Background: an optimization exercise with open tools, aiming at a short achievable clock period and few clock cycles. Do not read the settings as production practice.
In this exercise RTL edits were held to simulation tests only and were not proved equivalent to the original.
Power and IR drop assume default switching activity.

===== design/flow/run.sh =====
#!/bin/bash
# synth_recipe.tcl (not shown) runs the flow's synth.tcl, then flattens the netlist and writes it again
# the make line also repeats each setting of config.mk as NAME=value (left out here)
make -C /OpenROAD-flow-scripts/flow DESIGN_CONFIG=/design/flow/config.mk WORK_HOME=/design/flow/orfs CLKGATE_MAP_FILE= SYNTH_SCRIPT=/design/flow/synth_recipe.tcl finish

===== design/flow/config.mk =====
export PLATFORM = sky130hd
export DESIGN_NAME = rv32i
export DESIGN_NICKNAME = rv32i
export VERILOG_FILES = /design/flow/design.v
export SDC_FILE = /design/flow/constraint.sdc
export NUM_CORES = 4
export LEC_CHECK = 0
export ABC_CLOCK_PERIOD_IN_PS = 2500
export CAP_MARGIN = 20
export CORE_MARGIN = 2
export CORE_UTILIZATION = 40
export SETUP_SLACK_MARGIN = 5.0
export SLEW_MARGIN = 20

===== design/flow/constraint.sdc =====
create_clock -name core_clock -period 8.0 [get_ports {clk}]
set_input_delay 1.6000 -clock core_clock [delete_from_list [all_inputs] [get_ports {clk}]]
set_output_delay 1.6000 -clock core_clock [all_outputs]
set_load 0.01 [all_outputs]

===== design/flow/design.v =====
module rfile (
    input  wire        clk,
    input  wire [4:0]  a1, a2,
    output wire [31:0] rd1, rd2,
    input  wire [4:0]  a3,
    input  wire [31:0] wd,
    input  wire        we
);
    reg [31:0] rf [1:31];
    assign rd1 = (a1 == 5'd0) ? 32'd0 : rf[a1];
    assign rd2 = (a2 == 5'd0) ? 32'd0 : rf[a2];
    integer k;
    always @(posedge clk) begin
        for (k = 1; k < 32; k = k + 1)
            if (we && a3 == k[4:0]) rf[k] <= wd;
    end
endmodule
module alu (
    input  wire [31:0] a,
    input  wire [31:0] b,
    input  wire        sub,       
    input  wire        sgn,       
    input  wire        r_sll, r_srl, r_sra,
    input  wire        r_xor, r_or, r_and, r_pass,
    input  wire [31:0] pass,
    output wire [31:0] ar,        
    output wire        ltx,       
    output wire        eq,        
    output wire [31:0] ot         
);
    wire [31:0] bx  = b ^ {32{sub}};
    wire [32:0] d33 = {1'b0, a[31] ^ sgn, a[30:0]} + {1'b0, bx[31] ^ sgn, bx[30:0]}
                    + {32'd0, sub};
    assign ar  = d33[31:0];
    assign ltx = ~d33[32];
    assign eq  = (a == b);
    wire [4:0]  s     = b[4:0];
    wire [31:0] y_sll = a << s;
    wire [31:0] y_srl = a >> s;
    wire [31:0] y_sra = $signed(a) >>> s;
    assign ot = ({32{r_sll}}  & y_sll)
              | ({32{r_srl}}  & y_srl)
              | ({32{r_sra}}  & y_sra)
              | ({32{r_xor}}  & (a ^ b))
              | ({32{r_or}}   & (a | b))
              | ({32{r_and}}  & (a & b))
              | ({32{r_pass}} & pass);
endmodule
module rv32i (
    input  wire        clk,
    input  wire        n_rst,
    input  wire [31:0] instruction,
    output wire [9:0]  pc,
    input  wire [31:0] d_in,
    output wire        wr_en,
    output wire [1:0]  mode,
    output wire [9:0]  wr_addr,
    output wire [9:0]  rd_addr,
    output wire [31:0] d_out
);
    reg  [9:0]  pc_r;
    reg  [63:0] flip;        
    reg         br_E, jalrnf_E, auipc_E, load_E, store_E, wr_E;
    reg         pred_E, back_E;
    reg  [5:0]  idx_E;
    reg         beq_E, bne_E, blt_E, bge_E, bltu_E, bgeu_E;
    reg         r_sll_E, r_slt_E, r_sltu_E;
    reg         r_xor_E, r_srl_E, r_sra_E, r_or_E, r_and_E, r_pass_E;
    reg         g_ar_E, g_ot_E, g_slt_E;
    reg  [2:0]  fa_E, fb_E, fs_E;    
    reg         sub_E, sgn_E;
    reg  [4:0]  rd_E;
    reg  [2:0]  f3_E;
    reg  [9:0]  alt_E;
    reg  [31:0] pass_E, a_E, b_E, s_E;
    reg         wr_M, load_M, br_M, jalrnf_M;
    reg         pred_M, back_M, eq_M, ltx_M;
    reg         beq_M, bne_M, blt_M, bge_M;    
    reg  [5:0]  idx_M;
    reg  [9:0]  alt_M, addr_M;
    reg         ldb_M, ldh_M, ldw_M, lds_M;
    reg  [4:0]  rd_M;
    reg         g_ar_M, g_ot_M, g_slt_M;
    reg  [31:0] ar_M, ot_M;
    reg  [9:0]  rd_addr_r, wr_addr_r;
    reg  [1:0]  mode_r;
    reg         wr_en_r;
    reg  [31:0] d_out_r;
    assign pc      = pc_r;
    assign rd_addr = rd_addr_r;
    assign wr_addr = wr_addr_r;
    assign mode    = mode_r;
    assign wr_en   = wr_en_r;
    assign d_out   = d_out_r;
    wire [31:0] ld_val = ({32{ldb_M}} & {{24{lds_M & d_in[7]}},  d_in[7:0]})
                       | ({32{ldh_M}} & {{16{lds_M & d_in[15]}}, d_in[15:0]})
                       | ({32{ldw_M}} & d_in);
    wire [31:0] res_M = ({32{g_ar_M}} & ar_M)
                      | ({32{g_ot_M}} & ot_M)
                      | {31'd0, g_slt_M & ltx_M};
    wire [31:0] wd = load_M ? ld_val : res_M;
    wire taken = (beq_M & eq_M) | (bne_M & ~eq_M) | (blt_M & ltx_M) | (bge_M & ~ltx_M);
    wire mis   = (br_M & (taken ^ pred_M)) | jalrnf_M;
    wire [9:0] fix = jalrnf_M ? {addr_M[9:1], 1'b0} : alt_M;
    wire [31:0] i   = instruction;
    wire [4:0]  opc = i[6:2];
    wire [4:0]  rs1 = i[19:15];
    wire [4:0]  rs2 = i[24:20];
    wire [4:0]  rd  = i[11:7];
    wire [2:0]  f3  = i[14:12];
    wire is_lui   = (opc == 5'b01101);
    wire is_auipc = (opc == 5'b00101);
    wire is_jal   = (opc == 5'b11011);
    wire is_jalr  = (opc == 5'b11001);
    wire is_br    = (opc == 5'b11000);
    wire is_load  = (opc == 5'b00000);
    wire is_store = (opc == 5'b01000);
    wire is_opimm = (opc == 5'b00100);
    wire is_op    = (opc == 5'b01100);
    wire use_rs1  = ~(is_lui | is_auipc | is_jal);
    wire use_rs2  = is_op | is_store | is_br;
    wire use_imm  = is_opimm | is_load | is_store | is_jalr;
    wire writes   = (is_lui | is_auipc | is_jal | is_jalr | is_load | is_opimm | is_op)
                    & (rd != 5'd0);
    wire [31:0] imm_i = {{20{i[31]}}, i[31:20]};
    wire [31:0] imm_s = {{20{i[31]}}, i[31:25], i[11:7]};
    wire [31:0] imm_u = {i[31:12], 12'd0};
    wire [31:0] rf_a, rf_b;
    rfile rfile (
        .clk(clk),
        .a1(rs1), .a2(rs2),
        .rd1(rf_a), .rd2(rf_b),
        .a3(rd_M), .wd(wd), .we(wr_M)
    );
    wire a_hitE = wr_E & (rd_E == rs1);
    wire a_hitM = wr_M & (rd_M == rs1);
    wire b_hitE = wr_E & (rd_E == rs2);
    wire b_hitM = wr_M & (rd_M == rs2);
    wire [31:0] a_val = a_hitE ? 32'd0 : a_hitM ? wd : rf_a;
    wire [31:0] s_val = b_hitE ? 32'd0 : b_hitM ? wd : rf_b;
    wire stall = load_E & wr_E & ((use_rs1 & (rd_E == rs1)) | (use_rs2 & (rd_E == rs2)));
    wire is_alu  = is_op | is_opimm;
    wire sub_sra = i[30] & (is_op | (f3 == 3'b101));
    wire f_add   = is_alu & (f3 == 3'b000) & ~(is_op & i[30]);
    wire f_sub   = is_op & (f3 == 3'b000) & i[30];
    wire f_sll   = is_alu & (f3 == 3'b001);
    wire f_slt   = is_alu & (f3 == 3'b010);
    wire f_sltu  = is_alu & (f3 == 3'b011);
    wire f_xor   = is_alu & (f3 == 3'b100);
    wire f_srl   = is_alu & (f3 == 3'b101) & ~sub_sra;
    wire f_sra   = is_alu & (f3 == 3'b101) & sub_sra;
    wire f_or    = is_alu & (f3 == 3'b110);
    wire f_and   = is_alu & (f3 == 3'b111);
    wire f_pass  = is_lui | is_auipc | is_jal | is_jalr;
    wire [2:0] g_E = {g_slt_E, g_ot_E, g_ar_E};
    wire [9:0]  pc_plus4 = pc_r + 10'd4;
    wire [10:0] link     = {1'b0, pc_r} + 11'd4;
    wire [9:0]  t_j      = pc_r + {i[29:21], 1'b0};
    wire [9:0]  t_b      = pc_r + {i[29:25], i[11:8], 1'b0};
    wire        fuse     = is_jalr & auipc_E & (rd_E == rs1);
    wire [9:0]  t_jr_sum = pass_E[9:0] + i[29:20];
    wire [9:0]  t_jr     = {t_jr_sum[9:1], 1'b0};
    wire        flip_f   = flip[pc_r[7:2]];
    wire        pred_tk  = is_br & (i[31] ^ flip_f);
    wire        jump     = is_jal | pred_tk | fuse;
    wire [31:0] a     = ({32{fa_E[0]}} & ar_M) | ({32{fa_E[1]}} & ot_M)
                      | {31'd0, fa_E[2] & ltx_M} | a_E;
    wire [31:0] b     = ({32{fb_E[0]}} & ar_M) | ({32{fb_E[1]}} & ot_M)
                      | {31'd0, fb_E[2] & ltx_M} | b_E;
    wire [31:0] sdata = ({32{fs_E[0]}} & ar_M) | ({32{fs_E[1]}} & ot_M)
                      | {31'd0, fs_E[2] & ltx_M} | s_E;
    wire [31:0] ar_E, ot_E;
    wire        eq, ltx;
    alu alu (
        .a(a), .b(b), .sub(sub_E), .sgn(sgn_E),
        .r_sll(r_sll_E), .r_srl(r_srl_E), .r_sra(r_sra_E),
        .r_xor(r_xor_E), .r_or(r_or_E), .r_and(r_and_E), .r_pass(r_pass_E),
        .pass(pass_E),
        .ar(ar_E), .ltx(ltx), .eq(eq), .ot(ot_E)
    );
    wire [9:0]  addr_E = a[9:0] + b[9:0];
    wire go = ~mis & ~stall;      
    wire ok = ~mis;               
    always @(posedge clk or negedge n_rst) begin
        if (!n_rst) begin
            pc_r <= 10'd0;
        end else if (mis) begin
            pc_r <= fix;
        end else if (!stall) begin
            pc_r <= ({10{is_jal}}  & t_j)
                  | ({10{pred_tk}} & t_b)
                  | ({10{fuse}}    & t_jr)
                  | ({10{~jump}}   & pc_plus4);
        end
    end
    always @(posedge clk or negedge n_rst) begin
        if (!n_rst) begin
            br_E <= 1'b0; jalrnf_E <= 1'b0; auipc_E <= 1'b0; load_E <= 1'b0;
            store_E <= 1'b0; wr_E <= 1'b0;
        end else begin
            br_E     <= go & is_br;
            jalrnf_E <= go & is_jalr & ~fuse;
            auipc_E  <= go & is_auipc & (rd != 5'd0);
            load_E   <= go & is_load;
            store_E  <= go & is_store;
            wr_E     <= go & writes;
        end
    end
    always @(posedge clk) begin
        pred_E   <= pred_tk;
        back_E   <= i[31];
        idx_E    <= pc_r[7:2];
        beq_E    <= (f3 == 3'b000);
        bne_E    <= (f3 == 3'b001);
        blt_E    <= (f3 == 3'b100);
        bge_E    <= (f3 == 3'b101);
        bltu_E   <= (f3 == 3'b110);
        bgeu_E   <= (f3 == 3'b111);
        r_sll_E  <= f_sll;
        r_slt_E  <= f_slt;
        r_sltu_E <= f_sltu;
        r_xor_E  <= f_xor;
        r_srl_E  <= f_srl;
        r_sra_E  <= f_sra;
        r_or_E   <= f_or;
        r_and_E  <= f_and;
        r_pass_E <= f_pass;
        g_ar_E   <= f_add | f_sub;
        g_ot_E   <= f_sll | f_srl | f_sra | f_xor | f_or | f_and | f_pass;
        g_slt_E  <= f_slt | f_sltu;
        sub_E    <= f_sub | f_slt | f_sltu | is_br;
        sgn_E    <= f_slt | (is_br & ~f3[1]);
        fa_E     <= {3{a_hitE}} & g_E;
        fb_E     <= {3{~use_imm & b_hitE}} & g_E;
        fs_E     <= {3{b_hitE}} & g_E;
        rd_E     <= rd;
        f3_E     <= f3;
        alt_E    <= pred_tk ? pc_plus4 : t_b;
        pass_E   <= is_lui   ? imm_u :
                    is_auipc ? {i[31:12], 2'b00, pc_r} :
                               {21'd0, link};
        a_E      <= a_val;
        b_E      <= use_imm ? (is_store ? imm_s : imm_i) : s_val;
        s_E      <= s_val;
    end
    always @(posedge clk or negedge n_rst) begin
        if (!n_rst) begin
            wr_M     <= 1'b0;
            load_M   <= 1'b0;
            br_M     <= 1'b0;
            jalrnf_M <= 1'b0;
            wr_en_r  <= 1'b0;
        end else begin
            wr_M     <= ok & wr_E;
            load_M   <= ok & load_E;
            br_M     <= ok & br_E;
            jalrnf_M <= ok & jalrnf_E;
            wr_en_r  <= ok & store_E;
        end
    end
    always @(posedge clk) begin
        pred_M    <= pred_E;
        back_M    <= back_E;
        idx_M     <= idx_E;
        eq_M      <= eq;
        ltx_M     <= ltx;
        beq_M     <= beq_E;
        bne_M     <= bne_E;
        blt_M     <= blt_E | bltu_E;
        bge_M     <= bge_E | bgeu_E;
        alt_M     <= alt_E;
        addr_M    <= addr_E;
        rd_M      <= rd_E;
        g_ar_M    <= g_ar_E;
        g_ot_M    <= g_ot_E;
        g_slt_M   <= g_slt_E;
        ar_M      <= ar_E;
        ot_M      <= ot_E;
        ldb_M     <= (f3_E[1:0] == 2'b00);
        ldh_M     <= (f3_E[1:0] == 2'b01);
        ldw_M     <= (f3_E[1:0] == 2'b10);
        lds_M     <= ~f3_E[2];
        rd_addr_r <= addr_E;
        wr_addr_r <= addr_E;
        mode_r    <= f3_E[1:0];
        d_out_r   <= sdata;
    end
    always @(posedge clk or negedge n_rst) begin
        if (!n_rst) begin
            flip <= 64'd0;
        end else if (br_M) begin
            flip[idx_M] <= taken ^ back_M;
        end
    end
endmodule

==> impl_metrics.env, run 1 <==
export IMPL_fillCellCount=12396
export IMPL_finalSetupViolations=0
export IMPL_tightest_slew_ns=1.35
export IMPL_skew_ns=0.0439
export IMPL_worstPathCellList="buf_6 -> a221oi_1 -> inv_1 -> ha_1 -> a21o_1 -> o32ai_1 -> a21oi_2 -> a221oi_2 -> o211ai_1 -> o211ai_1"
export IMPL_antenna_found_initial=29
export IMPL_p_per_area_nw_per_um2=241
export IMPL_final_min_clock_period_ns=3.72
export IMPL_clock_sinks=1401
export IMPL_cp_num_buf_inv=2
export IMPL_slew_headroom=0.101
export IMPL_synth_seq_area_share=0.599
export IMPL_overflow=0
export IMPL_rsz0062_at_grt="yes"
export IMPL_finalNonFillerCells=8285
export IMPL_cts_path_max_buffers=3
export IMPL_die_area_um2=164000
export IMPL_fp_dieH_um=404
export IMPL_vias=62787
export IMPL_async_reset_ff_frac=0.0607
export IMPL_pwr_share_seq=0.406
export IMPL_drc=0
export IMPL_grt_pass1_wl_um=459000
export IMPL_netlist_area_leader_share=0.465
export IMPL_synth_enable_flop_cells=992
export IMPL_status="timing/DRC/antenna clean"
export IMPL_crit_fanout=32
export IMPL_intPower_mw=14.4
export IMPL_p_leak_nw=31.8
export IMPL_synth_area_um2=64100
export IMPL_clkLatencyLatePin_ns=0.86
export IMPL_critPathMaxStageDelay_ns=0.75
export IMPL_netlist_instances=5327
export IMPL_synth_distinct_cells=76
export IMPL_rows=146
export IMPL_peakVddDrop_mv=0.213
export IMPL_cts_buffers=151
export IMPL_clk_pin_slew_ns=0.06
export IMPL_path_common_cell="o211ai_1"
export IMPL_power_switching_mw=6.64
export IMPL_postLayoutCellArea_um2=87600
export IMPL_p_comb_frac=0.251
export IMPL_grt_max_degree=64
export IMPL_drv_cap=0
export IMPL_path_class="reg2reg"
export IMPL_max_freq_ghz=0.269
export IMPL_port_buffers=128
export IMPL_synth_yosys_warnings=35
export IMPL_htree_levels=4
export IMPL_crit_slowest_cell="a221oi_1"
export IMPL_drt_total_wl_um=354000
export IMPL_dp_cells=7307
export IMPL_start_util=0.404
export IMPL_die_w_um=404
export IMPL_synth_seq_cells=1401
export IMPL_start_kind="register"
export IMPL_first_global_vias=56628
export IMPL_syn_nets=5519
export IMPL_worstSetupEndpointType="register"
export IMPL_dr_first_iter_drc_count=14827
export IMPL_nNetsFinal=6255
export IMPL_netlist_top_cell_by_area="edfxtp_1"
export IMPL_cts_tree="built"
export IMPL_core_um2=159000
export IMPL_timing_final_crit_share=0.465
export IMPL_final_cell_mix="992 x edfxtp_1, 412 x buf_4, 395 x nand2_1"
export IMPL_cp_top_family="compound AO/OA/AOI/OAI gates"
export IMPL_finish_utilization=0.552
export IMPL_dr_pass1_iters=22
export IMPL_synthToLayoutAreaGrowth_pct=36.7
export IMPL_arrival_ns=4.37
export IMPL_slew_viol_final=0
export IMPL_grtUsageTotal=0.405
export IMPL_vias_per_cell=7.58
export IMPL_finalSetupTns_ns=0
export IMPL_pin_count=131
export IMPL_clkPwrFrac=0.344
export IMPL_swShare=0.315
export IMPL_drive_gt1_frac=0.325
export IMPL_synth_avg_cell_area_um2=12.0
export IMPL_min_path_type="reg2reg"
export IMPL_place_gp_congestion=0.978
export IMPL_wl_per_cell_um=42.7
export IMPL_final_common_cell="edfxtp_1"
export IMPL_cts_root_buf="clkbuf_16"
export IMPL_ant_nets=0
export IMPL_placed_cell_area_um2=69600
export IMPL_crit_required_ns=8.65
export IMPL_synth_area_top_cells="edfxtp_1 46%, dfxtp_1 10%, a22oi_1 5.1%"
export IMPL_synth_ff_type="edfxtp_1"
export IMPL_dpl_hpwl_um=176000
export IMPL_hold_viol=0
## cell usage after synthesis, drive strengths merged, types with 85 or more instances
cell type,number
o21ai,243
a22oi,435
dfxtp,324
a21oi,260
a22o,203
nand2,416
nand4,141
mux2i,130
inv,104
clkbuf,336
edfxtp,992
ha,121
dfrtp,85
a221oi,307
nor2,271
## cells by family after synthesis
kind of cell,Yosys count,share of synthesized area
AOI/OAI and AO/OA,1828,0.210
DFF,1401,0.599
and+or+nand+nor,1154,0.0843
buffers and inverters,512,0.0313
muxes,181,0.0329
adders and majority gates,126,0.0252
xor gates and xnor gates,125,0.0171
## path summary, 6_finish.rpt
check                              from  endpoint  slack (ns)  cells after the start
worst max-delay path            fa_E[0]     ltx_M        4.28                     10
worst min-delay path              beq_E     beq_M        0.32                      0
worst max register to register  fa_E[0]     ltx_M        4.28                     10
worst min register to register    beq_E     beq_M        0.32                      0
max in group asynchronous         n_rst    load_M        6.25                      2
min in group asynchronous         n_rst  flip[49]        0.74                      1
## timing repair
item                        CTS  global route
resized for setup          1025           514
hold endpoints to repair      0             0
setup endpoints to repair   758           247
hold buffers                  0             0
buffers inserted            445           158
gates cloned                 55            13
pin swaps                   337           361
## metal layers
layer  vias up  share of wire  GRT usage
met1     29967           0.32      0.474
met3      2564           0.18      0.208
li1      22842              -          -
met5         -         0.0042     0.0378
met2      7362           0.39      0.555
met4        52           0.11      0.312
## flip-flops by register name, indices dropped and copies added (netlist names), 5 cells and up
name / flops
pc_r: 10
ot_M: 32
alt_M: 10
b_E: 32
ar_M: 32
pass_E: 31
d_out_r: 32
alt_E: 10
rd_M: 5
flip: 64
rd_E: 5
wr_addr_r: 10
s_E: 32
idx_E: 6
a_E: 32
rfile.rf: 992
idx_M: 6
## final cells by class
cell class / count / area [µm²] / share of cell area
diodes: 25 / 62.6 / 0.000714
clock buffers: 193 / 4080 / 0.0465
clock inverters: 85 / 918 / 0.0105
inverters: 104 / 432 / 0.00493
multi-input cells: 3429 / 29100 / 0.332
flip-flops and latches: 1401 / 38400 / 0.439
well taps: 2072 / 2590 / 0.0296
repair buffers: 972 / 11900 / 0.136
repair inverters: 4 / 50.0 / 0.000571
## per-stage QoR
step | total power [mW] | hold slack [ns] | worst slack (ns)
6_report | 21.1 | 0.325 | 4.28
2_1_floorplan | 11.0 | 0.310 | 4.28
3_3_place_gp | 12.3 | 0.311 | 1.92
5_1_grt | 21.5 | 0.332 | 4.23
3_5_place_dp | 12.3 | 0.312 | 1.97
4_1_cts | 20.3 | 0.323 | 4.32
## power groups by stage
stage	clock (mW)	sequential (mW)	combinational [mW]
after floorplan	0	8.56	2.43
after global placement	0	8.68	3.63
after detailed placement	0	8.69	3.65
after CTS	7.17	8.53	4.56
after global routing	7.48	8.59	5.47
final	7.24	8.55	5.29
Testbench counts, summed over its fixed seeds: cycles 70,183.
==> run 2: changes to the inputs <==
--- a/design/flow/design.v
+++ b/design/flow/design.v
@@ -59,15 +59,15 @@
     output wire [31:0] d_out
 );
     reg  [9:0]  pc_r;
-    reg  [63:0] flip;        
+    reg  [9:0]  pc_o;        
+    reg  [15:0] flip;        
     reg         br_E, jalrnf_E, auipc_E, load_E, store_E, wr_E;
     reg         pred_E, back_E;
-    reg  [5:0]  idx_E;
+    reg  [3:0]  idx_E;
     reg         beq_E, bne_E, blt_E, bge_E, bltu_E, bgeu_E;
     reg         r_sll_E, r_slt_E, r_sltu_E;
     reg         r_xor_E, r_srl_E, r_sra_E, r_or_E, r_and_E, r_pass_E;
     reg         g_ar_E, g_ot_E, g_slt_E;
-    reg  [2:0]  fa_E, fb_E, fs_E;    
     reg         sub_E, sgn_E;
     reg  [4:0]  rd_E;
     reg  [2:0]  f3_E;
@@ -76,7 +76,7 @@
     reg         wr_M, load_M, br_M, jalrnf_M;
     reg         pred_M, back_M, eq_M, ltx_M;
     reg         beq_M, bne_M, blt_M, bge_M;    
-    reg  [5:0]  idx_M;
+    reg  [3:0]  idx_M;
     reg  [9:0]  alt_M, addr_M;
     reg         ldb_M, ldh_M, ldw_M, lds_M;
     reg  [4:0]  rd_M;
@@ -86,7 +86,7 @@
     reg  [1:0]  mode_r;
     reg         wr_en_r;
     reg  [31:0] d_out_r;
-    assign pc      = pc_r;
+    assign pc      = pc_o;
     assign rd_addr = rd_addr_r;
     assign wr_addr = wr_addr_r;
     assign mode    = mode_r;
@@ -136,8 +136,8 @@
     wire a_hitM = wr_M & (rd_M == rs1);
     wire b_hitE = wr_E & (rd_E == rs2);
     wire b_hitM = wr_M & (rd_M == rs2);
-    wire [31:0] a_val = a_hitE ? 32'd0 : a_hitM ? wd : rf_a;
-    wire [31:0] s_val = b_hitE ? 32'd0 : b_hitM ? wd : rf_b;
+    wire [31:0] a_val = a_hitM ? wd : rf_a;
+    wire [31:0] s_val = b_hitM ? wd : rf_b;
     wire stall = load_E & wr_E & ((use_rs1 & (rd_E == rs1)) | (use_rs2 & (rd_E == rs2)));
     wire is_alu  = is_op | is_opimm;
     wire sub_sra = i[30] & (is_op | (f3 == 3'b101));
@@ -153,6 +153,9 @@
     wire f_and   = is_alu & (f3 == 3'b111);
     wire f_pass  = is_lui | is_auipc | is_jal | is_jalr;
     wire [2:0] g_E = {g_slt_E, g_ot_E, g_ar_E};
+    wire [3:0] ca = {~a_hitE, {3{a_hitE}} & g_E};
+    wire [3:0] cb = {~use_imm & ~b_hitE, {3{~use_imm & b_hitE}} & g_E};
+    wire [3:0] cs = {~b_hitE, {3{b_hitE}} & g_E};
     wire [9:0]  pc_plus4 = pc_r + 10'd4;
     wire [10:0] link     = {1'b0, pc_r} + 11'd4;
     wire [9:0]  t_j      = pc_r + {i[29:21], 1'b0};
@@ -160,15 +163,12 @@
     wire        fuse     = is_jalr & auipc_E & (rd_E == rs1);
     wire [9:0]  t_jr_sum = pass_E[9:0] + i[29:20];
     wire [9:0]  t_jr     = {t_jr_sum[9:1], 1'b0};
-    wire        flip_f   = flip[pc_r[7:2]];
+    wire        flip_f   = flip[pc_r[5:2]];
     wire        pred_tk  = is_br & (i[31] ^ flip_f);
     wire        jump     = is_jal | pred_tk | fuse;
-    wire [31:0] a     = ({32{fa_E[0]}} & ar_M) | ({32{fa_E[1]}} & ot_M)
-                      | {31'd0, fa_E[2] & ltx_M} | a_E;
-    wire [31:0] b     = ({32{fb_E[0]}} & ar_M) | ({32{fb_E[1]}} & ot_M)
-                      | {31'd0, fb_E[2] & ltx_M} | b_E;
-    wire [31:0] sdata = ({32{fs_E[0]}} & ar_M) | ({32{fs_E[1]}} & ot_M)
-                      | {31'd0, fs_E[2] & ltx_M} | s_E;
+    wire [31:0] a     = a_E;
+    wire [31:0] b     = b_E;
+    wire [31:0] sdata = s_E;
     wire [31:0] ar_E, ot_E;
     wire        eq, ltx;
     alu alu (
@@ -181,17 +181,30 @@
     wire [9:0]  addr_E = a[9:0] + b[9:0];
     wire go = ~mis & ~stall;      
     wire ok = ~mis;               
+    wire [9:0] pc_next = mis   ? fix :
+                         stall ? pc_r :
+                                 ({10{is_jal}}  & t_j)
+                               | ({10{pred_tk}} & t_b)
+                               | ({10{fuse}}    & t_jr)
+                               | ({10{~jump}}   & pc_plus4);
     always @(posedge clk or negedge n_rst) begin
         if (!n_rst) begin
             pc_r <= 10'd0;
-        end else if (mis) begin
-            pc_r <= fix;
-        end else if (!stall) begin
-            pc_r <= ({10{is_jal}}  & t_j)
-                  | ({10{pred_tk}} & t_b)
-                  | ({10{fuse}}    & t_jr)
-                  | ({10{~jump}}   & pc_plus4);
-        end
+        end else begin
+            pc_r <= pc_next;
+        end
+    end
+    always @(posedge clk) begin
+        pc_o <= n_rst ? pc_next : 10'd0;
+    end
+    always @(posedge clk) begin
+        if (load_E) rd_addr_r <= addr_E;
+        if (store_E) begin
+            wr_addr_r <= addr_E;
+            mode_r    <= f3_E[1:0];
+            d_out_r   <= sdata;
+        end
+        if (jalrnf_E) addr_M <= addr_E;
     end
     always @(posedge clk or negedge n_rst) begin
         if (!n_rst) begin
@@ -209,7 +222,7 @@
     always @(posedge clk) begin
         pred_E   <= pred_tk;
         back_E   <= i[31];
-        idx_E    <= pc_r[7:2];
+        idx_E    <= pc_r[5:2];
         beq_E    <= (f3 == 3'b000);
         bne_E    <= (f3 == 3'b001);
         blt_E    <= (f3 == 3'b100);
@@ -230,18 +243,19 @@
         g_slt_E  <= f_slt | f_sltu;
         sub_E    <= f_sub | f_slt | f_sltu | is_br;
         sgn_E    <= f_slt | (is_br & ~f3[1]);
-        fa_E     <= {3{a_hitE}} & g_E;
-        fb_E     <= {3{~use_imm & b_hitE}} & g_E;
-        fs_E     <= {3{b_hitE}} & g_E;
         rd_E     <= rd;
         f3_E     <= f3;
         alt_E    <= pred_tk ? pc_plus4 : t_b;
         pass_E   <= is_lui   ? imm_u :
                     is_auipc ? {i[31:12], 2'b00, pc_r} :
                                {21'd0, link};
-        a_E      <= a_val;
-        b_E      <= use_imm ? (is_store ? imm_s : imm_i) : s_val;
-        s_E      <= s_val;
+        a_E      <= ({32{ca[0]}} & ar_E) | ({32{ca[1]}} & ot_E)
+                  | {31'd0, ca[2] & ltx} | ({32{ca[3]}} & a_val);
+        b_E      <= ({32{cb[0]}} & ar_E) | ({32{cb[1]}} & ot_E)
+                  | {31'd0, cb[2] & ltx} | ({32{cb[3]}} & s_val)
+                  | ({32{use_imm}} & (is_store ? imm_s : imm_i));
+        s_E      <= ({32{cs[0]}} & ar_E) | ({32{cs[1]}} & ot_E)
+                  | {31'd0, cs[2] & ltx} | ({32{cs[3]}} & s_val);
     end
     always @(posedge clk or negedge n_rst) begin
         if (!n_rst) begin
@@ -269,7 +283,6 @@
         blt_M     <= blt_E | bltu_E;
         bge_M     <= bge_E | bgeu_E;
         alt_M     <= alt_E;
-        addr_M    <= addr_E;
         rd_M      <= rd_E;
         g_ar_M    <= g_ar_E;
         g_ot_M    <= g_ot_E;
@@ -280,14 +293,10 @@
         ldh_M     <= (f3_E[1:0] == 2'b01);
         ldw_M     <= (f3_E[1:0] == 2'b10);
         lds_M     <= ~f3_E[2];
-        rd_addr_r <= addr_E;
-        wr_addr_r <= addr_E;
-        mode_r    <= f3_E[1:0];
-        d_out_r   <= sdata;
     end
     always @(posedge clk or negedge n_rst) begin
         if (!n_rst) begin
-            flip <= 64'd0;
+            flip <= 16'd0;
         end else if (br_M) begin
             flip[idx_M] <= taken ^ back_M;
         end
==> impl_metrics.env, run 2 <==
export IMPL_pin_count=131
export IMPL_die_w_um=406
export IMPL_synth_fa_ha_area_frac=0.0252
export IMPL_grtUsageMet2=0.589
export IMPL_timing_final_crit_share=0.460
export IMPL_path_class="in2reg"
export IMPL_power_mw=20.7
export IMPL_postLayoutCellArea_um2=88400
export IMPL_async_reset_ff_frac=0.0270
export IMPL_swShare=0.313
export IMPL_netlist_instances=5419
export IMPL_synth_area_um2=64600
export IMPL_start_kind="input port"
export IMPL_core_um2=161000
export IMPL_first_global_vias=58163
export IMPL_drt_total_wl_um=372000
export IMPL_grt_max_degree=47
export IMPL_cts_path_max_buffers=3
export IMPL_drv_cap=0
export IMPL_placed_cell_area_um2=70500
export IMPL_start_util=0.403
export IMPL_finalSetupViolations=0
export IMPL_vias=64206
export IMPL_cts_root_buf="clkbuf_16"
export IMPL_critPathMaxStageDelay_ns=0.80
export IMPL_intPower_mw=14.2
export IMPL_finalSetupTns_ns=0
export IMPL_synth_seq_area_share=0.590
export IMPL_synth_top_family_by_area="compound AO/OA/AOI/OAI gates"
export IMPL_cts_buffers=148
export IMPL_synth_enable_flop_cells=1055
export IMPL_slew_headroom=0.197
export IMPL_clkLatencyLatePin_ns=0.84
export IMPL_final_common_cell="edfxtp_1"
export IMPL_yosysMostFrequentCell="edfxtp_1"
export IMPL_overflow=0
export IMPL_synth_compound_area_frac=0.192
export IMPL_dr_first_iter_drc_count=14945
export IMPL_synth_area_top_cells="edfxtp_1 49%, a22oi_1 9.2%, dfxtp_1 8.6%"
export IMPL_antenna_found_initial=31
export IMPL_final_min_clock_period_ns=3.68
export IMPL_p_per_area_nw_per_um2=234
export IMPL_vias_per_cell=7.52
export IMPL_htree_levels=4
export IMPL_skew_ns=0.0680
export IMPL_dr_pass1_iters=19
export IMPL_nNetsFinal=6424
export IMPL_rows=147
export IMPL_synth_common_cells="1055 x edfxtp_1, 789 x a22oi_1, 366 x nand2_1"
export IMPL_max_freq_ghz=0.272
export IMPL_synthToLayoutAreaGrowth_pct=36.7
export IMPL_p_leak_nw=31.8
export IMPL_syn_nets=5612
export IMPL_cts_hold_buf=0
export IMPL_die_area_um2=165000
export IMPL_synth_xor_area_share=0.0156
export IMPL_yosys_area_share_simple=0.107
export IMPL_port_buffers=128
export IMPL_status="timing/DRC/antenna clean"
export IMPL_grtUsageMet3=0.220
export IMPL_crit_slowest_cell="nor4_4"
export IMPL_crit_fanout=9
export IMPL_peakVddDrop_mv=0.234
export IMPL_worstSetupEndpointType="register"
export IMPL_dpl_hpwl_um=207000
export IMPL_synth_avg_cell_area_um2=11.9
export IMPL_final_cell_mix="1055 x edfxtp_1, 660 x a22oi_1, 524 x buf_4"
export IMPL_pwr_share_seq=0.412
export IMPL_clkPwrFrac=0.352
export IMPL_min_path_type="reg2reg"
export IMPL_power_switching_mw=6.47
export IMPL_top_register="rfile.rf"
export IMPL_met1_usage=0.481
export IMPL_busiest_layer="met2"
export IMPL_cts_tree="built"
export IMPL_clk_pin_slew_ns=0.06
export IMPL_wl_per_cell_um=43.6
export IMPL_drc=0
export IMPL_grt_pass1_wl_um=482000
export IMPL_synth_yosys_warnings=35
export IMPL_fp_dieH_um=406
export IMPL_tightest_slew_ns=1.20
export IMPL_worstPathCellList="buf_16 -> nand3b_1 -> buf_12 -> buf_4 -> nor2_4 -> buf_8 -> a22oi_1 -> nand4_1 -> nor4_4 -> nor3_2 -> a211o_4 -> a21o_1"
export IMPL_rsz0062_at_grt="yes"
export IMPL_largest_reg_flops=992
export IMPL_arrival_ns=4.40
export IMPL_fillCellCount=12952
export IMPL_crit_required_ns=8.72
export IMPL_synth_ff_type="edfxtp_1"
export IMPL_drive_gt1_frac=0.341
export IMPL_grtUsageTotal=0.428
export IMPL_clock_sinks=1369
export IMPL_p_comb_frac=0.237
export IMPL_synth_mux_area_fraction=0.0387
export IMPL_synth_distinct_cells=91
export IMPL_hold_viol=0
export IMPL_netlist_top_cell_by_area="edfxtp_1"
export IMPL_slew_viol_final=0
export IMPL_ant_nets=0
export IMPL_place_gp_congestion=1.04
export IMPL_netlist_area_leader_share=0.490
export IMPL_synth_seq_cells=1369
## run 2: path summary, 6_finish.rpt
path | start | end | cells past startpoint | slack [ns]
worst max register to register | sub_E | b_E[0] | 13 | 4.52
worst min register to register | idx_E[0] | idx_M[0] | 0 | 0.32
worst max-delay path | instruction[24] | b_E[4] | 12 | 4.32
min in group asynchronous | n_rst | flip[10] | 2 | 0.85
worst min-delay path | idx_E[0] | idx_M[0] | 0 | 0.32
max in group asynchronous | n_rst | pc_r[2] | 2 | 6.71
## run 2: area by class of cell
class | count | area, µm² | share of cell area
sequential | 1369 | 38200 | 0.432
multi-input combinational | 3537 | 30300 | 0.343
timing repair buffer | 1039 | 11500 | 0.130
clock buffer | 190 | 4050 | 0.0459
tap | 2160 | 2700 | 0.0306
clock inverter | 81 | 1020 | 0.0115
inverter | 131 | 546 | 0.00617
antenna | 23 | 57.6 | 0.000651
timing repair inverter | 5 | 37.5 | 0.000425
## run 2: power by group through the flow
stage / registers, mW / logic, mW / clock network, mW
2_1_floorplan: 8.39 / 2.35 / 0
3_3_place_gp: 8.64 / 3.48 / 0
3_5_place_dp: 8.65 / 3.49 / 0
4_1_cts: 8.50 / 4.28 / 7.21
5_1_grt: 8.54 / 5.04 / 7.52
6_report: 8.52 / 4.90 / 7.28
## run 2: logic make-up after synthesis
logic type | count (synthesis)
AOI/OAI and AO/OA | 1726
and+or+nand+nor | 1395
muxes | 164
adders and majority gates | 127
xor gates and xnor gates | 115
buffers and inverters | 523
DFF | 1369
## run 2: per-stage QoR
| stage | hold WS (ns) | instances | util | setup WS (ns) |
|---|---|---|---|---|
| floorplan | 0.310 | 5419 | - | 4.14 |
| global route | 0.331 | 8519 | 0.550 | 4.47 |
| detailed placement | 0.312 | 7544 | 0.439 | 1.84 |
| CTS | 0.325 | 8281 | 0.524 | 4.60 |
| finish | 0.320 | 8535 | 0.550 | 4.32 |
| global placement | 0.310 | 7544 | 0.439 | 1.82 |
## run 2: worst max-delay path, delay by kind of cell
kind	cells	cell delay, ns
AND/OR/NAND/NOR	5	1.37
buffers and inverters	4	0.58
AO/OA/AOI/OAI	3	0.77
## run 2: metal layers
metal  vias up  routed length, µm
met5         -               1460
met4        51              45300
met3      2760              64800
met2      7462             145000
met1     30670             116000
li1      23263                  -
## run 2: timing repair
action / in CTS / in global routing
endpoints found under the setup margin: 629 / 222
hold endpoints to repair: 0 / 0
buffers inserted: 428 / 214
pin swaps: 322 / 347
gates resized for setup: 1169 / 451
gates cloned: 38 / 11
Testbench counts of run 2, summed over its fixed seeds: cycles 70,661.
==> run 3: changes to the inputs <==
--- a/design/flow/design.v
+++ b/design/flow/design.v
@@ -72,7 +72,8 @@
     reg  [4:0]  rd_E;
     reg  [2:0]  f3_E;
     reg  [9:0]  alt_E;
-    reg  [31:0] pass_E, a_E, b_E, s_E;
+    reg  [31:0] pass_E;
+    reg  [31:0] a_rf_E, b_rf_E, s_rf_E, a_o_E, b_o_E, s_o_E;
     reg         wr_M, load_M, br_M, jalrnf_M;
     reg         pred_M, back_M, eq_M, ltx_M;
     reg         beq_M, bne_M, blt_M, bge_M;    
@@ -136,8 +137,6 @@
     wire a_hitM = wr_M & (rd_M == rs1);
     wire b_hitE = wr_E & (rd_E == rs2);
     wire b_hitM = wr_M & (rd_M == rs2);
-    wire [31:0] a_val = a_hitM ? wd : rf_a;
-    wire [31:0] s_val = b_hitM ? wd : rf_b;
     wire stall = load_E & wr_E & ((use_rs1 & (rd_E == rs1)) | (use_rs2 & (rd_E == rs2)));
     wire is_alu  = is_op | is_opimm;
     wire sub_sra = i[30] & (is_op | (f3 == 3'b101));
@@ -153,9 +152,12 @@
     wire f_and   = is_alu & (f3 == 3'b111);
     wire f_pass  = is_lui | is_auipc | is_jal | is_jalr;
     wire [2:0] g_E = {g_slt_E, g_ot_E, g_ar_E};
-    wire [3:0] ca = {~a_hitE, {3{a_hitE}} & g_E};
-    wire [3:0] cb = {~use_imm & ~b_hitE, {3{~use_imm & b_hitE}} & g_E};
-    wire [3:0] cs = {~b_hitE, {3{b_hitE}} & g_E};
+    wire [3:0] ca = {~a_hitE & a_hitM, {3{a_hitE}} & g_E};
+    wire [3:0] cb = {~use_imm & ~b_hitE & b_hitM, {3{~use_imm & b_hitE}} & g_E};
+    wire [3:0] cs = {~b_hitE & b_hitM, {3{b_hitE}} & g_E};
+    wire       ca_rf = ~a_hitE & ~a_hitM;
+    wire       cb_rf = ~use_imm & ~b_hitE & ~b_hitM;
+    wire       cs_rf = ~b_hitE & ~b_hitM;
     wire [9:0]  pc_plus4 = pc_r + 10'd4;
     wire [10:0] link     = {1'b0, pc_r} + 11'd4;
     wire [9:0]  t_j      = pc_r + {i[29:21], 1'b0};
@@ -166,9 +168,9 @@
     wire        flip_f   = flip[pc_r[5:2]];
     wire        pred_tk  = is_br & (i[31] ^ flip_f);
     wire        jump     = is_jal | pred_tk | fuse;
-    wire [31:0] a     = a_E;
-    wire [31:0] b     = b_E;
-    wire [31:0] sdata = s_E;
+    wire [31:0] a     = a_rf_E | a_o_E;
+    wire [31:0] b     = b_rf_E | b_o_E;
+    wire [31:0] sdata = s_rf_E | s_o_E;
     wire [31:0] ar_E, ot_E;
     wire        eq, ltx;
     alu alu (
@@ -249,13 +251,16 @@
         pass_E   <= is_lui   ? imm_u :
                     is_auipc ? {i[31:12], 2'b00, pc_r} :
                                {21'd0, link};
-        a_E      <= ({32{ca[0]}} & ar_E) | ({32{ca[1]}} & ot_E)
-                  | {31'd0, ca[2] & ltx} | ({32{ca[3]}} & a_val);
-        b_E      <= ({32{cb[0]}} & ar_E) | ({32{cb[1]}} & ot_E)
-                  | {31'd0, cb[2] & ltx} | ({32{cb[3]}} & s_val)
+        a_rf_E   <= {32{ca_rf}} & rf_a;
+        b_rf_E   <= {32{cb_rf}} & rf_b;
+        s_rf_E   <= {32{cs_rf}} & rf_b;
+        a_o_E    <= ({32{ca[0]}} & ar_E) | ({32{ca[1]}} & ot_E)
+                  | {31'd0, ca[2] & ltx} | ({32{ca[3]}} & wd);
+        b_o_E    <= ({32{cb[0]}} & ar_E) | ({32{cb[1]}} & ot_E)
+                  | {31'd0, cb[2] & ltx} | ({32{cb[3]}} & wd)
                   | ({32{use_imm}} & (is_store ? imm_s : imm_i));
-        s_E      <= ({32{cs[0]}} & ar_E) | ({32{cs[1]}} & ot_E)
-                  | {31'd0, cs[2] & ltx} | ({32{cs[3]}} & s_val);
+        s_o_E    <= ({32{cs[0]}} & ar_E) | ({32{cs[1]}} & ot_E)
+                  | {31'd0, cs[2] & ltx} | ({32{cs[3]}} & wd);
     end
     always @(posedge clk or negedge n_rst) begin
         if (!n_rst) begin
==> impl_metrics.env, run 3 <==
export IMPL_clk_pin_slew_ns=0.06
export IMPL_cts_root_buf="clkbuf_16"
export IMPL_wl_per_cell_um=41.5
export IMPL_peakVddDrop_mv=0.232
export IMPL_final_min_clock_period_ns=3.30
export IMPL_htree_levels=4
export IMPL_pwr_share_seq=0.409
export IMPL_fillCellCount=13922
export IMPL_finalSetupTns_ns=0
export IMPL_nNetsFinal=6141
export IMPL_netlist_area_leader_share=0.477
export IMPL_antenna_found_initial=15
export IMPL_synth_area_um2=66400
export IMPL_vias_per_cell=7.41
export IMPL_dpl_hpwl_um=190000
export IMPL_hold_ws_ns=0.324
export IMPL_multi_input_area_um2=29700
export IMPL_clkPwrFrac=0.345
export IMPL_place_gp_congestion=0.959
export IMPL_grt_pass1_wl_um=451000
export IMPL_synth_area_top_cells="edfxtp_1 48%, dfxtp_1 11%, a22oi_1 5.1%"
export IMPL_power_switching_mw=6.70
export IMPL_synth_seq_area_share=0.604
export IMPL_p_per_area_nw_per_um2=251
export IMPL_met1_length_um=113000
export IMPL_p_leak_nw=30.6
export IMPL_largest_reg_flops=992
export IMPL_synth_avg_cell_area_um2=12.3
export IMPL_r2r_end="b_o_E[20]"
export IMPL_status="timing/DRC/antenna clean"
export IMPL_crit_required_ns=8.77
export IMPL_drc=0
export IMPL_rows=149
export IMPL_place_ws_ns=2.12
export IMPL_worst_hold_startpoint="beq_E"
export IMPL_intPower_mw=14.9
export IMPL_start_util=0.403
export IMPL_layout_area_seq_um2=40100
export IMPL_skew_ns=0.0560
export IMPL_netlist_instances=5412
export IMPL_netlist_top_cell_by_area="edfxtp_1"
export IMPL_final_cell_mix="1055 x edfxtp_1, 438 x a22oi_1, 413 x buf_4"
export IMPL_overflow=0
export IMPL_finalSetupViolations=0
export IMPL_min_path_type="reg2reg"
export IMPL_swShare=0.310
export IMPL_finish_utilization=0.523
export IMPL_drv_cap=0
export IMPL_worstSetupEndpointType="register"
export IMPL_slew_headroom=0.0455
export IMPL_synth_distinct_cells=90
export IMPL_pin_count=131
export IMPL_cts_path_max_buffers=3
export IMPL_min_to="beq_M"
export IMPL_crit_fanout=33
export IMPL_dr_wl_met2_um=137000
export IMPL_die_w_um=411
export IMPL_cts_buffers=157
export IMPL_cts_tree="built"
export IMPL_dr_first_iter_drc_count=13196
export IMPL_grtUsageTotal=0.383
export IMPL_drive_gt1_frac=0.305
export IMPL_highest_layer="met5"
export IMPL_yosysMostFrequentCell="edfxtp_1"
export IMPL_core_um2=165000
export IMPL_port_buffers=128
export IMPL_final_common_cell="edfxtp_1"
export IMPL_synth_yosys_warnings=35
export IMPL_p_comb_frac=0.246
export IMPL_arrival_ns=4.07
export IMPL_vias=61363
export IMPL_clock_sinks=1465
export IMPL_ant_nets=0
export IMPL_die_area_um2=169000
export IMPL_timing_final_crit_share=0.413
export IMPL_first_global_vias=55868
export IMPL_fp_dieH_um=411
export IMPL_setup_ws_ns=4.70
export IMPL_async_reset_ff_frac=0.0253
export IMPL_tightest_slew_ns=1.43
export IMPL_synth_common_cells="1055 x edfxtp_1, 448 x a22oi_1, 373 x dfxtp_1"
export IMPL_hold_viol=0
export IMPL_placed_cell_area_um2=72600
export IMPL_reg2reg_slack_ns=4.71
export IMPL_r2r_start="b_rf_E[2]"
export IMPL_postLayoutCellArea_um2=86200
export IMPL_synthToLayoutAreaGrowth_pct=29.9
export IMPL_grt_max_degree=65
export IMPL_syn_nets=5603
export IMPL_synth_seq_cells=1465
export IMPL_top_register="rfile.rf"
export IMPL_rsz0062_at_grt="yes"
export IMPL_clkLatencyLatePin_ns=0.84
export IMPL_dr_pass1_iters=14
export IMPL_start_kind="input port"
export IMPL_reg2reg_depth=14
export IMPL_drt_total_wl_um=343000
export IMPL_min_path_cells=0
export IMPL_slew_viol_final=0
export IMPL_wl_met3_um=60100
export IMPL_max_freq_ghz=0.303
export IMPL_path_class="in2reg"
export IMPL_synth_ff_type="edfxtp_1"
export IMPL_synth_enable_flop_cells=1055
## run 3: how the worst max path moves through the flow
stage	start	depth (start not counted)	end	slack, ns
2_1_floorplan	instruction[20]	13	pc_o[8]	4.25
3_3_place_gp	instruction[22]	10	s_rf_E[28]	2.15
3_5_place_dp	instruction[22]	10	b_rf_E[28]	2.12
4_1_cts	b_rf_E[2]	14	b_o_E[20]	4.76
5_1_grt	b_rf_E[2]	14	b_o_E[20]	4.70
6_report	d_in[15]	7	b_o_E[20]	4.70
## run 3: repair_timing
item,in CTS,in global routing
pin swaps,159,190
endpoints found under the setup margin,876,319
gates resized for setup,834,404
gates cloned,27,18
setup buffers,221,162
hold buffers,0,0
## run 3: routing by layer
metal / global-route usage / vias to the layer above
li1: - / 22879
met1: 0.463 / 29738
met2: 0.546 / 6665
met3: 0.175 / 2056
met4: 0.252 / 25
met5: 0.00876 / -
## run 3: cells by family after synthesis
| family | count (synthesis) | synth area share |
|---|---|---|
| multiplexers | 118 | 0.0310 |
| buffers and inverters | 511 | 0.0296 |
| AND/OR/NAND/NOR | 1321 | 0.0992 |
| AO/OA/AOI/OAI | 1758 | 0.197 |
| adder cells (fa/ha/maj) | 125 | 0.0240 |
| flip-flops | 1465 | 0.604 |
| XOR/XNOR | 114 | 0.0150 |
## run 3: area by class of cell
| type | instances | share of cell area |
|---|---|---|
| Clock buffer | 197 | 0.0491 |
| Sequential cell | 1465 | 0.465 |
| Tap cell | 2189 | 0.0318 |
| Antenna cell | 15 | 0.000435 |
| Multi-Input combinational cell | 3451 | 0.344 |
| Inverter | 121 | 0.00624 |
| Timing Repair Buffer | 749 | 0.0905 |
| Timing Repair inverter | 5 | 0.000508 |
| Clock inverter | 91 | 0.0117 |
## run 3: worst max-delay path: stages
cell             delay [ns]
clkdlybuf4s50_1        0.72
a31oi_4                0.15
buf_12                 0.18
a21oi_4                0.79
and2_1                 0.23
a221o_1                0.23
o21ba_2                0.17
## run 3: power groups by stage
stage / clock network, mW / logic (mW) / registers, mW
final: 7.47 / 5.33 / 8.84
after global routing: 7.77 / 5.50 / 8.87
after CTS: 7.47 / 4.59 / 8.83
after detailed placement: 0 / 3.81 / 8.97
after global placement: 0 / 3.79 / 8.96
after floorplan: 0 / 2.61 / 8.81
## run 3: per-stage QoR
step	power, mW	std cells
3_5_place_dp	12.8	7545
4_1_cts	20.9	8081
5_1_grt	22.1	8268
2_1_floorplan	11.4	5412
3_3_place_gp	12.8	7545
6_report	21.6	8283
Testbench counts of run 3, summed over its fixed seeds: cycles 70,661.
==> run 4: changes to the inputs <==
--- a/design/flow/design.v
+++ b/design/flow/design.v
@@ -60,10 +60,10 @@
 );
     reg  [9:0]  pc_r;
     reg  [9:0]  pc_o;        
-    reg  [15:0] flip;        
+    reg  [63:0] flip;        
     reg         br_E, jalrnf_E, auipc_E, load_E, store_E, wr_E;
     reg         pred_E, back_E;
-    reg  [3:0]  idx_E;
+    reg  [5:0]  idx_E;
     reg         beq_E, bne_E, blt_E, bge_E, bltu_E, bgeu_E;
     reg         r_sll_E, r_slt_E, r_sltu_E;
     reg         r_xor_E, r_srl_E, r_sra_E, r_or_E, r_and_E, r_pass_E;
@@ -77,7 +77,7 @@
     reg         wr_M, load_M, br_M, jalrnf_M;
     reg         pred_M, back_M, eq_M, ltx_M;
     reg         beq_M, bne_M, blt_M, bge_M;    
-    reg  [3:0]  idx_M;
+    reg  [5:0]  idx_M;
     reg  [9:0]  alt_M, addr_M;
     reg         ldb_M, ldh_M, ldw_M, lds_M;
     reg  [4:0]  rd_M;
@@ -165,7 +165,7 @@
     wire        fuse     = is_jalr & auipc_E & (rd_E == rs1);
     wire [9:0]  t_jr_sum = pass_E[9:0] + i[29:20];
     wire [9:0]  t_jr     = {t_jr_sum[9:1], 1'b0};
-    wire        flip_f   = flip[pc_r[5:2]];
+    wire        flip_f   = flip[pc_r[7:2]];
     wire        pred_tk  = is_br & (i[31] ^ flip_f);
     wire        jump     = is_jal | pred_tk | fuse;
     wire [31:0] a     = a_rf_E | a_o_E;
@@ -224,7 +224,7 @@
     always @(posedge clk) begin
         pred_E   <= pred_tk;
         back_E   <= i[31];
-        idx_E    <= pc_r[5:2];
+        idx_E    <= pc_r[7:2];
         beq_E    <= (f3 == 3'b000);
         bne_E    <= (f3 == 3'b001);
         blt_E    <= (f3 == 3'b100);
@@ -301,7 +301,7 @@
     end
     always @(posedge clk or negedge n_rst) begin
         if (!n_rst) begin
-            flip <= 16'd0;
+            flip <= 64'd0;
         end else if (br_M) begin
             flip[idx_M] <= taken ^ back_M;
         end
==> impl_metrics.env, run 4 <==
export IMPL_port_buffers=128
export IMPL_antenna_found_initial=16
export IMPL_syn_nets=5757
export IMPL_start_kind="register"
export IMPL_synth_area_top_cells="edfxtp_1 46%, dfxtp_1 11%, a22oi_1 4.6%"
export IMPL_async_reset_ff_frac=0.0560
export IMPL_path_class="reg2reg"
export IMPL_slew_viol_final=2
export IMPL_ant_nets=0
export IMPL_place_gp_congestion=0.973
export IMPL_clk_pin_slew_ns=0.06
export IMPL_reg2reg_depth=13
export IMPL_crit_required_ns=8.74
export IMPL_synthToLayoutAreaGrowth_pct=28.8
export IMPL_cp_startpoint="sub_E"
export IMPL_vias_per_cell=7.27
export IMPL_max_freq_ghz=0.294
export IMPL_finalSetupTns_ns=0
export IMPL_largest_reg_flops=992
export IMPL_grtUsageTotal=0.375
export IMPL_synth_seq_area_share=0.602
export IMPL_status="complete, but fails checks"
export IMPL_die_area_um2=175000
export IMPL_final_cell_mix="1055 x edfxtp_1, 409 x buf_4, 401 x a22oi_1"
export IMPL_finalNonFillerCells=8482
export IMPL_p_per_area_nw_per_um2=250
export IMPL_die_w_um=418
export IMPL_slew_headroom=-0.0345
export IMPL_yosysMostFrequentCell="edfxtp_1"
export IMPL_fillCellCount=14378
export IMPL_clock_sinks=1517
export IMPL_cts_path_max_buffers=3
export IMPL_drt_total_wl_um=347000
export IMPL_tightest_slew_ns=1.55
export IMPL_highest_layer="met5"
export IMPL_core_um2=171000
export IMPL_dr_pass1_iters=14
export IMPL_synth_ff_type="edfxtp_1"
export IMPL_cts_buffers=161
export IMPL_cp_endpoint="b_o_E[27]"
export IMPL_r2r_end="b_o_E[27]"
export IMPL_drive_gt1_frac=0.307
export IMPL_dp_cells=7726
export IMPL_synth_yosys_warnings=35
export IMPL_grt_pass1_wl_um=456000
export IMPL_wl_met3_um=58300
export IMPL_final_common_cell="edfxtp_1"
export IMPL_htree_levels=4
export IMPL_nNetsFinal=6300
export IMPL_first_global_vias=56678
export IMPL_top_register="rfile.rf"
export IMPL_met1_length_um=115000
export IMPL_netlist_area_leader_share=0.461
export IMPL_setup_ws_ns=4.60
export IMPL_min_path_type="reg2reg"
export IMPL_dr_first_iter_drc_count=12743
export IMPL_violations="slew limit"
export IMPL_rows=152
export IMPL_hold_viol=0
export IMPL_grt_max_degree=73
export IMPL_start_util=0.401
export IMPL_dpl_hpwl_um=191000
export IMPL_drv_cap=0
export IMPL_top_regs="rfile.rf x992, flip x64"
export IMPL_synth_common_cells="1055 x edfxtp_1, 419 x a22oi_1, 377 x dfxtp_1"
export IMPL_p_leak_nw=31.7
export IMPL_place_ws_ns=2.40
export IMPL_netlist_top_cell_by_area="edfxtp_1"
export IMPL_dr_wl_met2_um=140000
export IMPL_synth_avg_cell_area_um2=12.3
export IMPL_cts_root_buf="clkbuf_16"
export IMPL_peakVddDrop_mv=0.212
export IMPL_synth_distinct_cells=107
export IMPL_reg2reg_slack_ns=4.60
export IMPL_vias=61644
export IMPL_synth_seq_cells=1517
export IMPL_wl_per_cell_um=40.9
export IMPL_skew_ns=0.0628
export IMPL_arrival_ns=4.14
export IMPL_fp_dieH_um=418
export IMPL_drc=0
export IMPL_overflow=0
export IMPL_r2r_start="sub_E"
export IMPL_crit_fanout=7
export IMPL_synth_area_um2=68700
export IMPL_finalSetupViolations=0
export IMPL_cts_tree="built"
export IMPL_timing_final_crit_share=0.425
export IMPL_pin_count=131
export IMPL_final_min_clock_period_ns=3.40
export IMPL_rsz0062_at_grt="yes"
export IMPL_netlist_instances=5565
export IMPL_clkLatencyLatePin_ns=0.87
export IMPL_synth_enable_flop_cells=1055
export IMPL_worstSetupEndpointType="register"
[run 4: what timing repair did]
item	4_1_cts	5_1_grt
cloned	30	11
pin swaps	163	231
buffers inserted	271	134
setup endpoints to repair	935	493
hold buffers	0	0
gates resized for setup	829	385
[run 4: metrics by stage]
step / total power, mW / util / hold slack [ns] / instance area, µm²
CTS: 21.4 / 0.498 / 0.326 / 85300
detailed placement: 13.3 / 0.438 / 0.312 / 75000
floorplan: 11.9 / - / 0.310 / 72000
global placement: 13.2 / 0.438 / 0.311 / 75000
global route: 22.6 / 0.516 / 0.328 / 88400
finish: 22.1 / 0.517 / 0.324 / 88400
[run 4: kinds of logic after synthesis]
logic type      count (synthesis)  synth area share
compound gates               1797             0.196
buf+inv                       533            0.0321
xor+xnor                      122            0.0156
mux                           180            0.0395
flops                        1517             0.602
fa+ha+maj                     126            0.0235
simple gates                 1290            0.0912
[run 4: how the worst min path moves through the flow]
stage,slack [ns],depth (start not counted),start,to
2_1_floorplan,0.31,0,alt_E[0],alt_M[0]
3_3_place_gp,0.31,0,alt_E[0],alt_M[0]
3_5_place_dp,0.31,0,alt_E[9],alt_M[9]
4_1_cts,0.33,0,idx_E[2],idx_M[2]
5_1_grt,0.33,0,alt_E[0],alt_M[0]
6_report,0.32,0,idx_E[3],idx_M[3]
[run 4: final cells by class]
| type | count | area, µm² | area share |
|---|---|---|---|
| diodes | 14 | 35.0 | 0.000396 |
| clock buffers | 211 | 4410 | 0.0498 |
| clock inverters | 79 | 753 | 0.00852 |
| inverters | 137 | 616 | 0.00696 |
| multi-input cells | 3529 | 30700 | 0.347 |
| flip-flops and latches | 1517 | 41400 | 0.468 |
| well taps | 2233 | 2790 | 0.0316 |
| repair buffers | 752 | 7660 | 0.0866 |
| repair inverters | 10 | 109 | 0.00123 |
[run 4: worst max-delay path: stages, from the launching register on]
cell	delay, ns
dfxtp_4	0.38
buf_12	0.16
xnor2_1	0.14
ha_1	0.32
a21o_1	0.18
a21o_1	0.19
a211oi_4	0.31
nor3_2	0.09
a211o_4	0.35
a311oi_4	0.31
buf_6	0.18
xnor2_4	0.11
a221o_1	0.37
o21ba_1	0.18
[run 4: report_power, final]
part / internal (mW) / leakage (nW) / switching [mW] / total (mW)
sequential: 8.81 / 14.1 / 0.350 / 9.16
clock: 4.11 / 2.50 / 3.31 / 7.43
combinational: 2.21 / 15.1 / 3.27 / 5.47
total: 15.1 / 31.7 / 6.93 / 22.1
[run 4: routing by layer]
layer,up-vias,global-route usage
met5,-,0.00861
met4,31,0.246
met3,2046,0.170
met2,6316,0.539
met1,29928,0.450
li1,23323,-
Testbench counts of run 4, summed over its fixed seeds: cycles 70,183.
==> run 5: changes to the inputs <==
--- a/design/flow/config.mk
+++ b/design/flow/config.mk
@@ -6,8 +6,8 @@
 export NUM_CORES = 4
 export LEC_CHECK = 0
 export ABC_CLOCK_PERIOD_IN_PS = 2500
-export CAP_MARGIN = 20
+export CAP_MARGIN = 30
 export CORE_MARGIN = 2
 export CORE_UTILIZATION = 40
 export SETUP_SLACK_MARGIN = 5.0
-export SLEW_MARGIN = 20
+export SLEW_MARGIN = 30
==> impl_metrics.env, run 5 <==
export IMPL_status="complete, but fails checks"
export IMPL_violations="slew limit"
export IMPL_synth_ff_type="edfxtp_1"
export IMPL_arrival_ns=4.21
export IMPL_largest_reg_flops=992
export IMPL_min_path_cells=0
export IMPL_async_reset_ff_frac=0.0560
export IMPL_yosysMostFrequentCell="edfxtp_1"
export IMPL_r2r_start="sub_E"
export IMPL_cts_root_buf="clkbuf_16"
export IMPL_synth_common_cells="1055 x edfxtp_1, 419 x a22oi_1, 377 x dfxtp_1"
export IMPL_top_regs="rfile.rf x992, flip x64"
export IMPL_first_global_vias=56832
export IMPL_crit_fanout=7
export IMPL_cts_tree="built"
export IMPL_hold_viol=0
export IMPL_start_util=0.401
export IMPL_synth_avg_cell_area_um2=12.3
export IMPL_vias=62091
export IMPL_synthToLayoutAreaGrowth_pct=30.2
export IMPL_top_register="rfile.rf"
export IMPL_clkLatencyLatePin_ns=0.87
export IMPL_tightest_slew_ns=1.54
export IMPL_synth_seq_area_share=0.602
export IMPL_cp_num_buf_inv=4
export IMPL_slew_viol_final=2
export IMPL_crit_required_ns=8.71
export IMPL_crit_slowest_cell="or4_4"
export IMPL_layout_area_seq_um2=41400
export IMPL_antenna_found_initial=24
export IMPL_wl_per_cell_um=40.9
export IMPL_synth_yosys_warnings=35
export IMPL_pin_count=131
export IMPL_cts_buffers=162
export IMPL_syn_nets=5757
export IMPL_core_um2=171000
export IMPL_netlist_top_cell_by_area="edfxtp_1"
export IMPL_worstSetupEndpointType="register"
export IMPL_netlist_instances=5565
export IMPL_fillCellCount=14214
export IMPL_path_class="reg2reg"
export IMPL_finalSetupTns_ns=0
export IMPL_grt_pass1_wl_um=459000
export IMPL_hold_ws_ns=0.324
export IMPL_worst_hold_startpoint="idx_E[3]"
export IMPL_rows=152
export IMPL_finalSetupViolations=0
export IMPL_final_cell_mix="1055 x edfxtp_1, 401 x a22oi_1, 401 x buf_4"
export IMPL_path_common_cell="buf_12"
export IMPL_synth_area_top_cells="edfxtp_1 46%, dfxtp_1 11%, a22oi_1 4.6%"
export IMPL_htree_levels=4
export IMPL_final_min_clock_period_ns=3.50
export IMPL_drv_cap=0
export IMPL_reg2reg_slack_ns=4.50
export IMPL_reg2reg_depth=15
export IMPL_dpl_hpwl_um=191000
export IMPL_slew_headroom=-0.0258
export IMPL_final_common_cell="edfxtp_1"
export IMPL_vias_per_cell=7.28
export IMPL_fp_dieH_um=418
export IMPL_rsz0062_at_grt="yes"
export IMPL_grtUsageTotal=0.377
export IMPL_drt_total_wl_um=349000
export IMPL_max_freq_ghz=0.286
export IMPL_drc=0
export IMPL_nNetsFinal=6333
export IMPL_port_buffers=128
export IMPL_multi_input_area_um2=30800
export IMPL_p_leak_nw=32.1
export IMPL_p_per_area_nw_per_um2=251
export IMPL_skew_ns=0.0964
export IMPL_dr_first_iter_drc_count=12897
export IMPL_drive_gt1_frac=0.315
export IMPL_start_kind="register"
export IMPL_overflow=0
export IMPL_min_path_type="reg2reg"
export IMPL_die_w_um=418
export IMPL_synth_enable_flop_cells=1055
export IMPL_place_gp_congestion=0.973
export IMPL_netlist_area_leader_share=0.461
export IMPL_cp_top_family="simple AND/OR/NAND/NOR gates"
export IMPL_timing_final_crit_share=0.437
export IMPL_clk_pin_slew_ns=0.06
export IMPL_worstPathCellList="buf_12 -> buf_12 -> xnor2_2 -> ha_4 -> and3_1 -> and3_1 -> nand2b_1 -> a211oi_4 -> buf_12 -> buf_6 -> nor4_4 -> or4_4 -> a32o_2 -> a21oi_2 -> o21ai_1"
export IMPL_ant_nets=0
export IMPL_synth_distinct_cells=107
export IMPL_peakVddDrop_mv=0.191
export IMPL_cts_hold_buf=0
export IMPL_synth_area_um2=68700
export IMPL_synth_seq_cells=1517
export IMPL_clock_sinks=1517
export IMPL_min_to="idx_M[3]"
export IMPL_grt_max_degree=73
export IMPL_dr_pass1_iters=11
export IMPL_die_area_um2=175000
export IMPL_critPathMaxStageDelay_ns=0.51
export IMPL_cts_path_max_buffers=3
export IMPL_r2r_end="a_o_E[0]"
run 5: worst max path at each step:
stage | startpoint | endpoint | slack [ns] | cells past startpoint
6_report | sub_E | a_o_E[0] | 4.50 | 15
5_1_grt | sub_E | b_o_E[27] | 4.46 | 13
4_1_cts | b_o_E[11] | b_o_E[28] | 4.48 | 13
3_5_place_dp | instruction[24] | b_rf_E[24] | 2.45 | 9
3_3_place_gp | instruction[21] | b_rf_E[24] | 2.42 | 9
2_1_floorplan | b_rf_E[1] | b_o_E[27] | 4.38 | 18
run 5: cell families after synthesis:
group | after synthesis | share of synthesized area
compound gates | 1797 | 0.196
xor+xnor | 122 | 0.0156
fa+ha+maj | 126 | 0.0235
buf+inv | 533 | 0.0321
flops | 1517 | 0.602
mux | 180 | 0.0395
simple gates | 1290 | 0.0912
run 5: repair_timing:
| action | 4_1_cts | 5_1_grt |
|---|---|---|
| buffers inserted | 274 | 150 |
| setup endpoints to repair | 904 | 355 |
| gates resized for setup | 826 | 428 |
| gates cloned | 33 | 16 |
| pin swaps | 177 | 260 |
| endpoints found under the hold margin | 0 | 0 |
run 5: cell type report:
cell class	count	share of cell area
Clock inverter	94	0.0127
Sequential cell	1517	0.463
Timing Repair inverter	11	0.00161
Timing Repair Buffer	781	0.0918
Tap cell	2233	0.0312
Multi-Input combinational cell	3531	0.344
Inverter	137	0.00694
Clock buffer	204	0.0482
Antenna cell	18	0.000504
run 5: layer usage:
layer,part of all wire,global-route usage
met1,0.33,0.455
met2,0.41,0.542
met3,0.17,0.165
met5,0.0025,0.0103
met4,0.091,0.256
run 5: metrics by stage:
stage           util  worst slack (ns)  power, mW  instances  area, µm²
2_1_floorplan      -              4.38       11.9       5565      72000
3_3_place_gp   0.438              2.42       13.2       7726      75000
3_5_place_dp   0.439              2.45       13.3       7729      75100
4_1_cts        0.500              4.48       21.7       8334      85600
5_1_grt        0.522              4.46       23.0       8514      89400
6_report       0.522              4.50       22.5       8526      89400
run 5: power breakdown:
group	internal, mW	total (mW)	switching (mW)
Combinational	2.27	5.57	3.30
Sequential	8.81	9.16	0.352
Clock	4.36	7.75	3.39

static timing again, ports no longer ideal:
No port has a modelled driver above. Below, the same layouts with a new extraction and two added sets of constraints.
Step 1 (the two cells are an assumption about what drives the block):
set clk [get_ports {clk}]
set_driving_cell -lib_cell sky130_fd_sc_hd__clkbuf_16 $clk
set_driving_cell -lib_cell sky130_fd_sc_hd__buf_2 [delete_from_list [all_inputs] $clk]
Step 2 moves the port delays by t, midway between the first and last clock arrival at a register: inputs arrive t later, outputs are due t later. That takes back most of the time a late clock gives input paths.
Slacks: ideal ports / drivers / drivers and shift; pairs: ideal ports / drivers.
run | t (ns) | setup WS [ns] | worst register clock-pin slew, ns
run 1 | 0.927 | 4.282 / 4.282 / 3.468 | 0.07 / 0.07
run 2 | 0.891 | 4.320 / 4.074 / 3.183 | 0.07 / 0.07
run 3 | 0.901 | 4.700 / 4.712 / 3.848 | 0.07 / 0.07
run 4 | 0.925 | 4.597 / 4.597 / 3.825 | 0.07 / 0.07
run 5 | 0.908 | 4.502 / 4.502 / 3.843 | 0.07 / 0.07
For run 2, which loses most, drivers alone change the setup slack by -0.246 ns; drivers and shift together by -1.137 ns.
